This is an optimization exercise on Yosys and OpenROAD, whose aim is small area and a short achievable clock period, not a production implementation.
For this run, only the layout was checked, not whether the RTL still works.
No activity file was given, so power comes from the tool's default toggle rates.

$ cat design.v
`timescale 1ns / 1ps
module Instruction_Fetch( clk,
                          reset,
                          imem_data,
                          instruction,
                          pc
                        );
    input clk;
    input reset;
    input [31:0] imem_data;                                              
    output [31:0] instruction;
    output [31:0] pc;
    reg [31:0] instruction;
    reg [31:0] pc;
    always@(posedge clk or posedge reset) begin
        if (reset) begin
            pc <= 0;
            instruction <= 0;
        end
        else begin
            instruction <= imem_data;                                    
            pc <= pc +4;                                                 
        end
    end
endmodule
`timescale 1ns / 1ps
module Instruction_decode( instruction,
                           rs1,
                           rs2,
                           rd,
                           opcode,
                           funct3,
                           funct7,
                           imm
                        );
    input [31:0] instruction;
    output [4:0] rs1;                                            
    output [4:0] rs2;                                            
    output [4:0] rd;                                             
    output [6:0] opcode;                                         
    output [2:0] funct3;
    output [6:0] funct7;
    output [31:0] imm;                                           
    assign opcode = instruction [6:0];
    assign rd     = instruction [11:7];
    assign funct3 = instruction[14:12];
    assign rs1    = instruction[19:15];
    assign rs2    = instruction[24:20];
    assign funct7 = instruction[31:25];
    assign imm = {{20{instruction[31]}}, instruction[31:20]};    
endmodule
`timescale 1ns / 1ps
module Register_File( clk,
                      we,
                      rs1,
                      rs2,
                      rd,
                      rd1,
                      rd2,
                      wd
                    );
    input clk;
    input we;                                                                
    input [4:0] rs1;
    input [4:0] rs2;
    input [4:0] rd;
    input [31:0] wd;                                                         
    output [31:0] rd1;
    output [31:0] rd2;
    reg [31:0] regfile [0:31];
    assign rd1 = (rs1 == 0) ? 0 : regfile[rs1];
    assign rd2 = (rs2 == 0) ? 0 : regfile[rs2];
    always@(posedge clk) begin
        if (rd !== 0 && we) begin
            regfile[rd] <= wd;
        end
    end
endmodule
`timescale 1ns / 1ps
module Execution_Unit_ALU( op1,
                           op2,
                           opcode,
                           funct3,
                           funct7,
                           result
                         );
    input [31:0] op1;
    input [31:0] op2;
    input [6:0] opcode;
    input [2:0] funct3;
    input [6:0] funct7;
    output reg [31:0] result;
    always@(*) begin
        case(opcode)
            7'b0010011: begin 
                case (funct3)
                    3'b000: result = op1 + op2;                                                      
                    3'b010: result = ($signed(op1) < $signed(op2)) ? 32'b1 : 32'b0;                  
                    3'b011: result = (op1 < op2) ? 32'b1 : 32'b0;                                    
                    3'b100: result = op1 ^ op2;                                                      
                    3'b110: result = op1 | op2;                                                      
                    3'b111: result = op1 & op2;                                                      
                    3'b001: result = op1 << op2[4:0];                                                
                    3'b101: begin
                                if (funct7 == 7'b0000000)
                                    result = op1 >> op2[4:0];                                        
                                else if (funct7 == 7'b0100000)
                                    result = $signed(op1) >>> op2[4:0];                              
                                else
                                    result = 32'b0;                                                  
                            end
                    default: result = 32'b0;                                                         
                endcase
            end
            7'b0110011 : begin
                case ({funct7, funct3})
                    10'b0000000000: result = op1 + op2;                                              
                    10'b0100000000: result = op1 - op2;                                              
                    10'b0000000111: result = op1 & op2;                                              
                    10'b0000000110: result = op1 | op2;                                              
                    10'b0000000100: result = op1 ^ op2;                                              
                    10'b0000000001: result = op1 << op2[4:0];                                        
                    10'b0000000101: result = op1 >> op2[4:0];                                        
                    10'b0100000101: result = $signed(op1) >>> op2[4:0];                              
                    10'b0000000010: result = ($signed(op1) < $signed(op2)) ? 32'b1 : 32'b0;          
                    10'b0000000011: result = (op1 < op2) ? 32'b1 : 32'b0;                            
                    default: result = 32'b0;                                                         
                endcase
            end
            default : result = 32'b0;
        endcase
    end     
endmodule
`timescale 1ns / 1ps
module Top_Phase1( clk,
            reset,
            imem_data,
            pc,
            wb_rd,
            wb_data
    );
    input clk;
    input reset;
    input [31:0] imem_data;                                              
    output [31:0] pc;                                                    
    output [4:0] wb_rd;                                                  
    output [31:0] wb_data;                                               
    wire [31:0] instruction;
    wire [6:0] opcode;
    wire [6:0] funct7;
    wire [2:0] funct3;
    wire [4:0] rs1;
    wire [4:0] rs2;
    wire [4:0] rd;
    wire [31:0] rd1, rd2, imm, alu_result;
    Instruction_Fetch IF( .clk(clk),
                       .reset(reset),
                       .imem_data(imem_data),
                       .instruction(instruction),
                       .pc(pc)
                        );
    Instruction_decode ID( .instruction(instruction),
                        .rs1(rs1),
                        .rs2(rs2),
                        .rd(rd),
                        .opcode(opcode),
                        .funct3(funct3),
                        .funct7(funct7),
                        .imm(imm)
                        );
    Register_File RF( .clk(clk),
                   .we(1'b1),                                            
                   .rs1(rs1),
                   .rs2(rs2),
                   .rd(rd),
                   .rd1(rd1),
                   .rd2(rd2),
                   .wd(alu_result)
                    );
    Execution_Unit_ALU ALU( .op1(rd1),
                        .op2((opcode == 7'b0010011) ? imm : rd2),        
                        .opcode(opcode),
                        .funct3(funct3),
                        .funct7(funct7),
                        .result(alu_result)
                         );
    assign wb_rd   = rd;
    assign wb_data = alu_result;
endmodule
$ cat config.mk
export PLATFORM = sky130hd
export DESIGN_NAME = Top_Phase1
export DESIGN_NICKNAME = Top_Phase1
export VERILOG_FILES = /design/flow/design.v
export SDC_FILE = /design/flow/constraint.sdc
export NUM_CORES = 4
export LEC_CHECK = 0
export CAP_MARGIN = 20
export CORE_MARGIN = 2
export CORE_UTILIZATION = 40
export SLEW_MARGIN = 20
$ cat run.sh
#!/bin/bash
# synth_recipe.tcl (not shown) runs the flow's synth.tcl, then flattens the netlist and writes it again
# the make line also repeats each setting of config.mk as NAME=value (left out here)
make -C /OpenROAD-flow-scripts/flow DESIGN_CONFIG=/design/flow/config.mk WORK_HOME=/design/flow/orfs CLKGATE_MAP_FILE= SYNTH_SCRIPT=/design/flow/synth_recipe.tcl finish
$ cat constraint.sdc
create_clock -name core_clock -period 10.0 [get_ports {clk}]
set_input_delay 2.0000 -clock core_clock [delete_from_list [all_inputs] [get_ports {clk}]]
set_output_delay 2.0000 -clock core_clock [all_outputs]
set_load 0.01 [all_outputs]
==> results.toml <==
[clock_network]
htree_levels = 3
clock-sinks = 1086
cts_tree = "done"
cts.path.max_buffers = 3
clock-root-buffer = "clkbuf_16"
clock_latency_ns = 0.78
cts_buffers = 115
postCtsHoldBufs = 0
clk_pin_slew_worst_paths_ns = 0.06

[run_status]
status = "timing/DRC/antenna clean"

[critical_path]
reg2reg_slack_ns = 2.52
slowest_delay_ns = 0.75
r2r_start = "IF.instruction[17]$_DFF_PP0_"
crit_buf_inv = 6
critPathLaunchType = "register"
cpMostUsedCell = "buf_4"
critPathArrivalTime_ns = 7.87
reg2reg_to = "RF.regfile[12][29]$_DFFE_PP_"
cpLargestDelayFamily = "compound AO/OA/AOI/OAI gates"
cp.depth = 23
cp_cell_sequence = "buf_16 > buf_6 > mux4_2 > a221oi_1 > nand3_2 > nand2_1 > inv_1 > ha_2 > nand2b_1 > a21oi_1 > o21bai_1 > a21oi_1 > nor3_1 > buf_4 > o21ai_0 > a221o_1 > xnor2_1 > o2111ai_1 > nor2_1 > o21a_1 > o211ai_1 > buf_4 > buf_4"
cp_slowest_cell = "o211ai_1"
worstSetupPathType = "register to output port"
path_max_fanout = 70
critPathCaptureType = "output port"
reg2regPathDepth = 23
required_ns = 8.00

[placement]
detailedPlace.worstSlack_ns = 0.508
gp_congestion = 1.04
hpwl_mm = 167
port_buffers = 100

[logic_synthesis]
synth_flop_cell = "edfxtp_1"
postSynthCellCount = 4625
synth_area_sq_um = 61300
avgSynthCellArea_sq_um = 13.2
ys_seq_elements = 1086
async_flop_share_pct = 5.71
synth_edf_count = 1024
yosysSeqAreaShare_pct = 52.7
synth.distinct_cells = 97
ys_warn_count = 3

[worst_hold_path]
min_path_type = "register to register"
hold-path-endpoint = "IF.pc[31]$_DFF_PP0_"
worstHoldStart = "IF.pc[31]$_DFF_PP0_"
min_path_cells = 1

[drt]
drc_errors = 0
wl_mm = 255
first_iter_violations = 6662
first_pass_iters = 6
wl_per_cell_um = 36.8
vias = 46400
viasPerCell = 6.69
antenna_left = 0

[global_route]
grt_max_degree = 73
antenna_found_initial = 7
grtUsageTotal_pct = 31.9
grt_pass1_vias = 44700
overflow = 0
grt_pass1_wl_mm = 353

[pwr]
p_comb_share_pct = 21.5
switching_share_pct = 30.6
p_sw_mw = 3.54
internal_power_mw = 8.02
irDropWorstVdd_mv = 0.167
p_seq_share_pct = 43.4
powerDensity_nw_per_um2 = 166
clkPwrFrac_pct = 35.1
power_leakage_nw = 24.4

[timing]
finalSetupTns_ns = 0
finalHoldViolations = 0
drv_slew = 0
max_slew_margin_pct = 14.6
finalSetupViolations = 0
rsz0062_at_grt = "false"
fin_skew_ns = 0.0914
worst-slew-pin-transition_ns = 1.28
setup_slack_ns = 0.133
finalCriticalPeriod_ns = 9.87
fmax_ghz = 0.101
period_share_pct = 98.7

[floorplanning]
io_pins = 103
dieArea_sq_um = 156000
start_util_pct = 40.3
die_x_um = 395
core_area_sq_um = 152000
dieHeight_um = 395
row_count = 143

[final_layout]
final_nets = 4947
area_growth_pct = 13.7
drive_gt1_share_pct = 19.6
fillers = 13600

[run]
maxCapViolCount = 0
==> cell families (layout without fill, tap and decap cells) <==
logic type | count (synthesis) | count (layout) | synth area share [%]
compound gates | 1138 | 1138 | 12.7
flops | 1086 | 1086 | 52.7
simple gates | 884 | 884 | 6.68
mux | 871 | 871 | 21.1
buf+inv | 473 | 719 | 3.63
fa+ha+maj | 103 | 103 | 2.13
xor+xnor | 69 | 69 | 0.986
other cells | 1 | 36 | 0.00612
==> worst reg2reg max path: cells and delay by family, from the launching register on <==
family          cells  cell delay [ns]
compound gates      9             2.48
simple gates        5             1.43
xor+xnor            1             0.13
flops               1             0.63
fa+ha+maj           1             0.48
mux                 1             0.37
buf+inv             6             1.77
==> cells in the mapped netlist, types with 99 or more instances <==
library cell,instances,share of area [%]
ha_1,101,2.1
edfxtp_1,1024,50
inv_1,99,0.61
o21ai_0,172,1.4
a22oi_1,219,2.7
nand2_1,253,1.5
mux4_2,333,12
nor2_1,265,1.6
clkbuf_1,188,1.2
nand3_1,130,1.1
a21oi_1,231,1.9
mux2i_1,498,8.1
==> how the worst max path moves through the flow <==
stage | slack (ns) | endpoint | startpoint
after floorplan | 1.28 | wb_data[29] | IF.instruction[20]$_DFF_PP0_
after global placement | 0.31 | wb_data[29] | IF.instruction[15]$_DFF_PP0_
after detailed placement | 0.51 | wb_data[29] | IF.instruction[15]$_DFF_PP0_
after CTS | 0.05 | wb_data[29] | IF.instruction[16]$_DFF_PP0_
after global routing | 0.01 | wb_data[29] | IF.instruction[15]$_DFF_PP0_
final | 0.13 | wb_data[29] | IF.instruction[17]$_DFF_PP0_
==> state kept, by name (all words and copies together), names as in the netlist <==
| name | count |
|---|---|
| IF.instruction | 32 |
| IF.pc | 30 |
| RF.regfile | 1024 |
==> final cells by class <==
type / instances / area, sq um / area share, %
Sequential cell: 1086 / 32300 / 46.4
Multi-Input combinational cell: 3099 / 27300 / 39.2
Timing Repair Buffer: 402 / 3540 / 5.09
Clock buffer: 150 / 3050 / 4.38
Tap cell: 2030 / 2540 / 3.65
Clock inverter: 61 / 477 / 0.684
Inverter: 106 / 403 / 0.578
Antenna cell: 2 / 5.00 / 0.00718
==> through the flow <==
stage                     cells  hold WS, ns  instance area, sq um  power (mW)  utilization [%]
final                      6936        0.480                 69700        11.6             45.8
after detailed placement   6705        0.473                 65900        7.48             43.3
after floorplan            4658        0.508                 61400        6.57                -
after global routing       6934        0.490                 69700        11.8             45.8
after CTS                  6917        0.482                 69500        11.5             45.7
after global placement     6705        0.462                 65900        7.50             43.3
==> repair_timing <==
action	in CTS	in global routing
pin swaps	1	2
setup buffers	1	17
gates cloned	0	0
gates resized for setup	4	12
endpoints found under the setup margin	7	10
==> layout by cell type, fill, tap and decap left out, drive strengths merged, types with 99 or more instances in the layout <==
master         Yosys  layout
nor2             266     266
inv              103     107
nand3            130     130
a21oi            231     231
ha               101     101
o21ai            188     188
edfxtp          1024    1024
a22oi            219     219
nand2            254     254
mux4             333     333
clkbuf           188     150
mux2i            498     498
buf              179     303
clkdlybuf4s50      0      99
==> power groups by stage <==
| stage | logic (mW) | registers, mW | clock network, mW |
|---|---|---|---|
| CTS | 2.38 | 5.02 | 4.09 |
| finish | 2.48 | 5.02 | 4.06 |
| detailed placement | 2.36 | 5.12 | 0 |
| global placement | 2.39 | 5.12 | 0 |
| floorplan | 1.48 | 5.09 | 0 |
| global route | 2.57 | 5.02 | 4.26 |
==> per-layer routing <==
layer | up-vias | global-route usage [%] | share of wire (%)
met1 | 23800 | 41.9 | 38
met3 | 699 | 7.18 | 11
met5 | - | 0 | 0.0086
met2 | 3058 | 49.6 | 45
li1 | 18900 | - | -
met4 | 4 | 16.1 | 5.9

## afterwards: timing with drivers on the ports
The flow's constraints put no driver on any port. The routed layout listed below was extracted and timed again, unchanged, in two steps. Step 1 (the two cells are an assumption about what drives the block):
set clk [get_ports {clk}]
set_driving_cell -lib_cell sky130_fd_sc_hd__clkbuf_16 $clk
set_driving_cell -lib_cell sky130_fd_sc_hd__buf_2 [delete_from_list [all_inputs] $clk]
Step 2, shift: input delay + t, output delay - t, t = (earliest + latest rising clock arrival at the registers) / 2. This alone moves slack from input paths to output paths. Three values: no drivers, after step 1, after step 2; two values: the first two.
t, ns: 0.807
slack for setup (ns): 0.133 / 0.057 / 0.864
hold slack, ns: 0.480 / 0.480 / 0.480
worst slew at a driven data input, ns: 0.06
cell pins on the clock port's net: 1
After both steps setup and hold are still met in this run. For this run, drivers alone change the setup slack by -0.076 ns; drivers and shift together by +0.731 ns.
